What follows belongs to an exercise in optimizing a design on an open flow for small area and a short achievable clock period; a production flow would make more cautious choices. Function was checked by simulation only, so behaviour that the tests miss may differ from the original.

==> flow/design.v (outline; a module is shown in full before it is edited, if it fits) <==
// module IIR: 1168 lines
module IIR
          (clk,
           reset,
           clk_enable,
           In1,
           ce_out,
           Out1);
  // ...
==> flow/run.sh <==
#!/bin/bash
# synth_recipe.tcl (not shown) runs the flow's synth.tcl, then flattens the netlist and writes it again
# the make line also repeats each setting of config.mk as NAME=value (left out here)
make -C /OpenROAD-flow-scripts/flow DESIGN_CONFIG=/design/flow/config.mk WORK_HOME=/design/flow/orfs CLKGATE_MAP_FILE= SYNTH_SCRIPT=/design/flow/synth_recipe.tcl finish
==> flow/config.mk <==
export PLATFORM = sky130hd
export DESIGN_NAME = IIR
export DESIGN_NICKNAME = IIR
export VERILOG_FILES = /design/flow/design.v
export SDC_FILE = /design/flow/constraint.sdc
export NUM_CORES = 4
export LEC_CHECK = 0
export CAP_MARGIN = 20
export CORE_MARGIN = 2
export CORE_UTILIZATION = 40
export SLEW_MARGIN = 20
==> flow/constraint.sdc <==
create_clock -name core_clock -period 10.0 [get_ports {clk}]
set_input_delay 2.0000 -clock core_clock [delete_from_list [all_inputs] [get_ports {clk}]]
set_output_delay 2.0000 -clock core_clock [all_outputs]
set_load 0.01 [all_outputs]
==> results_dict.tcl, run 1 <==
set metrics [dict create \
    layout_commonest_cell "inv_1" \
    cts.sinks 83 \
    diodes 0 \
    wl_met3_um 1068 \
    drt_iter0_markers 286 \
    drc 0 \
    layout_common_cells "288 x inv_1, 209 x fa_1, 106 x ha_1, 83 x dfrtp_1, 46 x nor2_1" \
    synth_top_area_cell "fa_1" \
    wl_met1_um 10920 \
    place_congestion 0.8820 \
    grt_pass1_wl_um 40700 \
    synth_edf_count 0 \
    grt_overflow 0 \
    postPlaceCellArea_mm2 0.01160 \
    ant_nets 0 \
    status "timing/DRC/antenna clean" \
    synthMuxAreaShare 0.03107 \
    worstMarginPinSlew_ns 0.8635 \
    numPortBuffers 30 \
    grt_most_used_layer "met2" \
    post_cts_buffers 0 \
    maxCapViolCount 0 \
]
==> inputs of run 2 (changes only) <==
--- a/flow/config.mk
+++ b/flow/config.mk
@@ -8,4 +8,5 @@
 export CAP_MARGIN = 20
 export CORE_MARGIN = 2
 export CORE_UTILIZATION = 40
+export SETUP_SLACK_MARGIN = 5
 export SLEW_MARGIN = 20
==> run 2 against run 1 <==
  * Worst hold slack gained 0.0071 ns
  * Global-route usage grew 1.3 points
  * Area after synthesis is the same
  * Flip-flop and latch count is the same
  * Still clean
  * Register-to-register slack gained 1.2 ns
==> results_dict.tcl, run 2 <==
set metrics [dict create \
    io_pins 36 \
    status "timing/DRC/antenna clean" \
    htreeDepth 3 \
    area_growth_pct 23.77 \
    die_h_um 168.6 \
    die_x_um 168.6 \
    end_kind "register" \
    post-route-min-period_ns 5.947 \
    track_usage 0.2011 \
    drtPass1Iterations 7 \
    timing.fmax_mhz 168.1 \
    drt_iter0_markers 414 \
    synthMuxAreaShare 0.03107 \
    cp-start-kind "register" \
    synth_compound_area_frac 0.06965 \
    clkSlewWorstSetupHoldPaths_ns 0.07 \
    finalHoldViolations 0 \
    synth.cell_area_mm2 0.01083 \
    synth_xor_area_frac 0.03073 \
    hpwl_um 18630 \
    cts_tree "built" \
    yosysWarningCount 1 \
    cts.path.max_buffers 2 \
    vias_per_cell 4.982 \
    finalSetupViolations 0 \
    arrival_ns 6.14 \
    place_congestion 0.9067 \
    min-delay-path-class "reg2reg" \
    synthCells 1030 \
    clk_latency_ns 0.35 \
    final_cell_count_no_fill 1506 \
    wl_per_cell_um 17.87 \
    synthesis.nets 1364 \
    layout_commonest_cell "inv_1" \
    syn_avg_cell_area_um2 10.52 \
    first_global_vias 8061 \
    yosysTopAreaCellShare 0.3863 \
    fin_nets 1494 \
    worstPathRequired_ns 10.19 \
    grt_overflow 0 \
    cts.sinks 83 \
    synth_seq_cells 83 \
    drc 0 \
    ant_nets 0 \
    synth_most_common_cell "inv_1" \
    maxSlewHeadroom 0.3476 \
    fin_crit_sh 0.5947 \
    synth_common_cells "289 x inv_1, 209 x fa_1, 106 x ha_1" \
    synthArstFlopShare 1.000 \
    fp.coreArea_mm2 0.02680 \
    layout_common_cells "248 x inv_1, 164 x fa_1, 90 x ha_1, 87 x buf_4, 68 x dfrtp_1" \
    wl_met1_um 10970 \
    core.rowCount 60 \
    routed_wl_um 26910 \
    grt_pass1_wl_um 43030 \
    numPortBuffers 30 \
    worstSetupPathType "reg2reg" \
    antenna_found_initial 0 \
    num_vias 7503 \
    worstPathMaxFanout 4 \
    drive_above_1_share 0.2781 \
    wl_met3_um 1529 \
    rsz0062_at_grt "true" \
    wl_met2_um 13510 \
    finClkSkew_ns 0.01401 \
    synth_simple_gate_area_frac 0.06203 \
    synthAdderAreaFrac 0.5087 \
    dp.cells 1388 \
    seq_area_frac_synth 0.1918 \
    ctsHoldBuffers 0 \
    cts_buffers 9 \
    synth_top_area_cell "fa_1" \
    grt_max_degree 92 \
    maxCapViolCount 0 \
    diodes 0 \
    synth_top_family_by_area "adder cells" \
    ys_types 57 \
    finalSetupTns_ns 0 \
    slew_violations 0 \
    start_util 0.4042 \
    synth_ff_type "dfrtp_1" \
    synth_edf_count 0 \
    die_area_mm2 0.02841 \
    dr.max_layer_used "met4" \
    ys_top_cells_by_area "fa_1 39%, dfrtp_1 19%, ha_1 12%, inv_1 10%, mux2_2 3.0%" \
    worstMarginPinSlew_ns 0.9786 \
    root_buffer "clkbuf_16" \
]
run 2: worst paths after layout:
check	startpoint	slack (ns)	depth (start not counted)	endpoint
min	r[12]	0.49	2	vr[12]
min reg2reg	r[12]	0.49	2	vr[12]
max in group asynchronous	reset	6.75	3	s[9]
max reg2reg	s[10]	4.05	21	tk
max	s[10]	4.05	21	tk
min in group asynchronous	reset	1.98	2	o[3]
run 2: final cells by class:
| type | instances | area (µm²) |
|---|---|---|
| flip-flops and latches | 83 | 2123 |
| inverters | 289 | 1146 |
| fillers | 2377 | 13390 |
| repair buffers | 135 | 1201 |
| well taps | 341 | 426.7 |
| clock inverters | 6 | 50.05 |
| multi-input cells | 642 | 8230 |
| clock buffers | 10 | 229.0 |
run 2: repair_timing:
action | 4_1_cts | 5_1_grt
pin swaps | 32 | 48
gates resized for setup | 74 | 86
endpoints found under the hold margin | 0 | 0
setup buffers | 82 | 20
setup endpoints to repair | 52 | 40
run 2: kinds of logic after synthesis:
kind of cell | count (synthesis)
mux | 30
xor+xnor | 38
fa+ha+maj | 315
flops | 83
compound gates | 119
buf+inv | 305
simple gates | 140
run 2: stage by stage:
stage	setup slack, ns	cell area (µm²)	util	hold slack, ns
2_1_floorplan	4.252	11060	-	0.4492
3_3_place_gp	3.140	11740	0.4380	0.4661
3_5_place_dp	3.095	11740	0.4380	0.4776
4_1_cts	4.147	12960	0.4837	0.4846
5_1_grt	3.816	13410	0.5002	0.5194
6_report	4.053	13410	0.5002	0.4879
run 2: critical path: stages, from the launching register on:
cell and delay (ns):
dfrtp_4 0.43, buf_12 0.11, clkinvlp_4 0.10, buf_6 0.15
fa_2 0.36, fa_1 0.52, inv_2 0.05, fa_2 0.34
fa_2 0.34, fa_2 0.34, fa_1 0.47, or3_4 0.36
or2_4 0.27, o31ai_4 0.10, nand3_2 0.15, and3_4 0.21
fa_2 0.38, xnor2_1 0.18, nor3_1 0.23, nand4_1 0.19
a222oi_1 0.35, o211ai_1 0.15
run 2: routing by layer:
| metal | track usage | vias up |
|---|---|---|
| li1 | - | 3396 |
| met4 | 0.06034 | 0 |
| met3 | 0.04209 | 50 |
| met1 | 0.2565 | 3872 |
| met5 | 0 | - |
| met2 | 0.3462 | 185 |
==> inputs of run 3 (changes only) <==
--- a/flow/config.mk
+++ b/flow/config.mk
@@ -5,6 +5,7 @@
 export SDC_FILE = /design/flow/constraint.sdc
 export NUM_CORES = 4
 export LEC_CHECK = 0
+export ABC_CLOCK_PERIOD_IN_PS = 4500
 export CAP_MARGIN = 20
 export CORE_MARGIN = 2
 export CORE_UTILIZATION = 40
==> run 3 against run 2 <==
  * Still clean on timing, DRC and antenna
  * Design area stayed put
  * Routed wire length is the same
  * Flip-flop and latch count is the same
==> results_dict.tcl, run 3 <==
set metrics [dict create \
    layout_common_cells "248 x inv_1, 164 x fa_1, 90 x ha_1, 87 x buf_4, 68 x dfrtp_1" \
    synthMuxAreaShare 0.03107 \
    cts_tree "built" \
    grt_pass1_wl_um 43030 \
    synth_compound_area_frac 0.06965 \
    ys_top_cells_by_area "fa_1 39%, dfrtp_1 19%, ha_1 12%, inv_1 10%, mux2_2 3.0%" \
    htreeDepth 3 \
    start_util 0.4042 \
    synth_ff_type "dfrtp_1" \
    die_h_um 168.6 \
    num_vias 7503 \
    synth_edf_count 0 \
    finalHoldViolations 0 \
    first_global_vias 8061 \
    post-place-ws_ns 3.095 \
    end_kind "register" \
    maxSlewHeadroom 0.3476 \
    synth_top_area_cell "fa_1" \
    io_pins 36 \
    maxCapViolCount 0 \
    place_congestion 0.9067 \
    wl_per_cell_um 17.87 \
    timing.fmax_mhz 168.1 \
    vias_per_cell 4.982 \
    timing.hold.ws_ns 0.4879 \
    worstPathMaxFanout 4 \
    grt_overflow 0 \
    rsz0062_at_grt "true" \
    clk_latency_ns 0.35 \
    seq_area_frac_synth 0.1918 \
    cts.sinks 83 \
    slew_violations 0 \
    synth_xor_area_frac 0.03073 \
    post-route-min-period_ns 5.947 \
    synth_most_common_cell "inv_1" \
    routed_wl_um 26910 \
    ys_types 57 \
    ant_nets 0 \
    drive_above_1_share 0.2781 \
    numPortBuffers 30 \
    synthCells 1030 \
    nFillCells 2377 \
    fin_crit_sh 0.5947 \
    layout_commonest_cell "inv_1" \
    drtPass1Iterations 7 \
    synth_common_cells "289 x inv_1, 209 x fa_1, 106 x ha_1" \
    finalSetupTns_ns 0 \
    crit_chain "buf_12 > clkinvlp_4 > buf_6 > fa_2 > fa_1 > inv_2 > fa_2 > fa_2 > fa_2 > fa_1 > or3_4 > or2_4 > o31ai_4 > nand3_2 > and3_4 > fa_2 > xnor2_1 > nor3_1 > nand4_1 > a222oi_1 > o211ai_1" \
    worstSetupPathType "reg2reg" \
    core.rowCount 60 \
    yosysTopAreaCellShare 0.3863 \
    die_x_um 168.6 \
    worstPathRequired_ns 10.19 \
    cp-start-kind "register" \
    root_buffer "clkbuf_16" \
    antenna_found_initial 0 \
    die_area_mm2 0.02841 \
    syn_avg_cell_area_um2 10.52 \
    fp.coreArea_mm2 0.02680 \
    track_usage 0.2011 \
    drc 0 \
    synth.cell_area_mm2 0.01083 \
    synth_top_family_by_area "adder cells" \
    grt_max_degree 92 \
    cts_buffers 9 \
    drt_iter0_markers 414 \
    clkSlewWorstSetupHoldPaths_ns 0.07 \
    finalSetupViolations 0 \
    min-delay-path-class "reg2reg" \
    setup_ws_ns 4.053 \
    arrival_ns 6.14 \
    synth_simple_gate_area_frac 0.06203 \
    cts.path.max_buffers 2 \
    status "timing/DRC/antenna clean" \
    area_growth_pct 23.77 \
    cp_common_cell "fa_2" \
    yosysWarningCount 1 \
    synthArstFlopShare 1.000 \
    postPlaceCellArea_mm2 0.01174 \
    cp_num_buf_inv 4 \
    synthAdderAreaFrac 0.5087 \
    critPathTopFamily "adder cells" \
    synth_seq_cells 83 \
    worstMarginPinSlew_ns 0.9786 \
    max_stage_delay_ns 0.52 \
    synthesis.nets 1364 \
    hpwl_um 18630 \
    ctsHoldBuffers 0 \
    fin_nets 1494 \
    final_cell_area_mm2 0.01341 \
    crit_slowest_cell "fa_1" \
    diodes 0 \
    finClkSkew_ns 0.01401 \
]
==> run 3: path summary, 6_finish.rpt <==
kind / startpoint / to / depth (start not counted) / slack (ns)
max: s[10] / tk / 21 / 4.05
min: r[12] / vr[12] / 2 / 0.49
max reg2reg: s[10] / tk / 21 / 4.05
min reg2reg: r[12] / vr[12] / 2 / 0.49
max in group asynchronous: reset / s[9] / 3 / 6.75
min in group asynchronous: reset / o[3] / 2 / 1.98
==> run 3: layout make-up <==
type,instances,area (µm²),area share
multi-input cells,642,8230,0.6139
flip-flops and latches,83,2123,0.1584
repair buffers,135,1201,0.08959
inverters,289,1146,0.08549
well taps,341,426.7,0.03182
clock buffers,10,229.0,0.01708
clock inverters,6,50.05,0.003733
==> run 3: what timing repair did <==
item / in CTS / in global routing
pin swaps: 32 / 48
hold endpoints to repair: 0 / 0
gates resized for setup: 74 / 86
setup buffers: 82 / 20
endpoints found under the setup margin: 52 / 40
==> run 3: kinds of logic after synthesis <==
logic type               count (synthesis)
adder cells (fa/ha/maj)                315
buffers and inverters                  305
AND/OR/NAND/NOR                        140
AO/OA/AOI/OAI                          119
flip-flops                              83
XOR/XNOR                                38
multiplexers                            30
==> run 3: metal layers <==
| layer | track usage | vias to the layer above | part of all wire |
|---|---|---|---|
| met2 | 0.3462 | 185 | 0.50 |
| met4 | 0.06034 | 0 | 0.034 |
| li1 | - | 3396 | - |
| met5 | 0 | - | 0 |
| met1 | 0.2565 | 3872 | 0.41 |
| met3 | 0.04209 | 50 | 0.057 |
==> run 3: worst register-to-register path, stage by stage (launching register included) <==
cell and delay (ns):
dfrtp_4 0.43, buf_12 0.11, clkinvlp_4 0.10, buf_6 0.15
fa_2 0.37, fa_1 0.52, inv_2 0.05, fa_2 0.34
fa_2 0.34, fa_2 0.34, fa_1 0.47, or3_4 0.36
or2_4 0.27, o31ai_4 0.10, nand3_2 0.15, and3_4 0.21
fa_2 0.38, xnor2_1 0.18, nor3_1 0.23, nand4_1 0.19
a222oi_1 0.35, o211ai_1 0.15
==> run 3: stage by stage <==
| step | cells | util |
|---|---|---|
| 6_report | 1506 | 0.5002 |
| 5_1_grt | 1506 | 0.5002 |
| 4_1_cts | 1486 | 0.4837 |
| 3_5_place_dp | 1388 | 0.4380 |
| 3_3_place_gp | 1388 | 0.4380 |
| 2_1_floorplan | 1030 | - |

## what the ideal ports hide
The flow's constraints put no driver on any port. The routed layouts listed below were extracted and timed again, unchanged, in two steps. Step 1 sets driving cells, clkbuf_16 on the clock port and buf_2 on the other inputs (assumed; they add their load-dependent delay and slew). Step 2 also shifts input and output timing later by t, the mid clock arrival at the registers, as if the neighbouring blocks saw the same clock. a / b / c = ideal / step 1 / step 2; a / b = the first two.
run | t (ns) | setup WS [ns] | hold WS [ns] | slew at the worst register clock pin (ns) | cell pins on the clock port's net
run 1 | 0.400 | 2.896 / 2.896 / 2.896 | 0.481 / 0.481 / 0.481 | 0.07 / 0.07 | 1
run 2 | 0.394 | 4.053 / 4.053 / 4.053 | 0.488 / 0.488 / 0.488 | 0.07 / 0.07 | 1
run 3 | 0.394 | 4.053 / 4.053 / 4.053 | 0.488 / 0.488 / 0.488 | 0.07 / 0.07 | 1
After both steps every run listed still meets setup and hold.
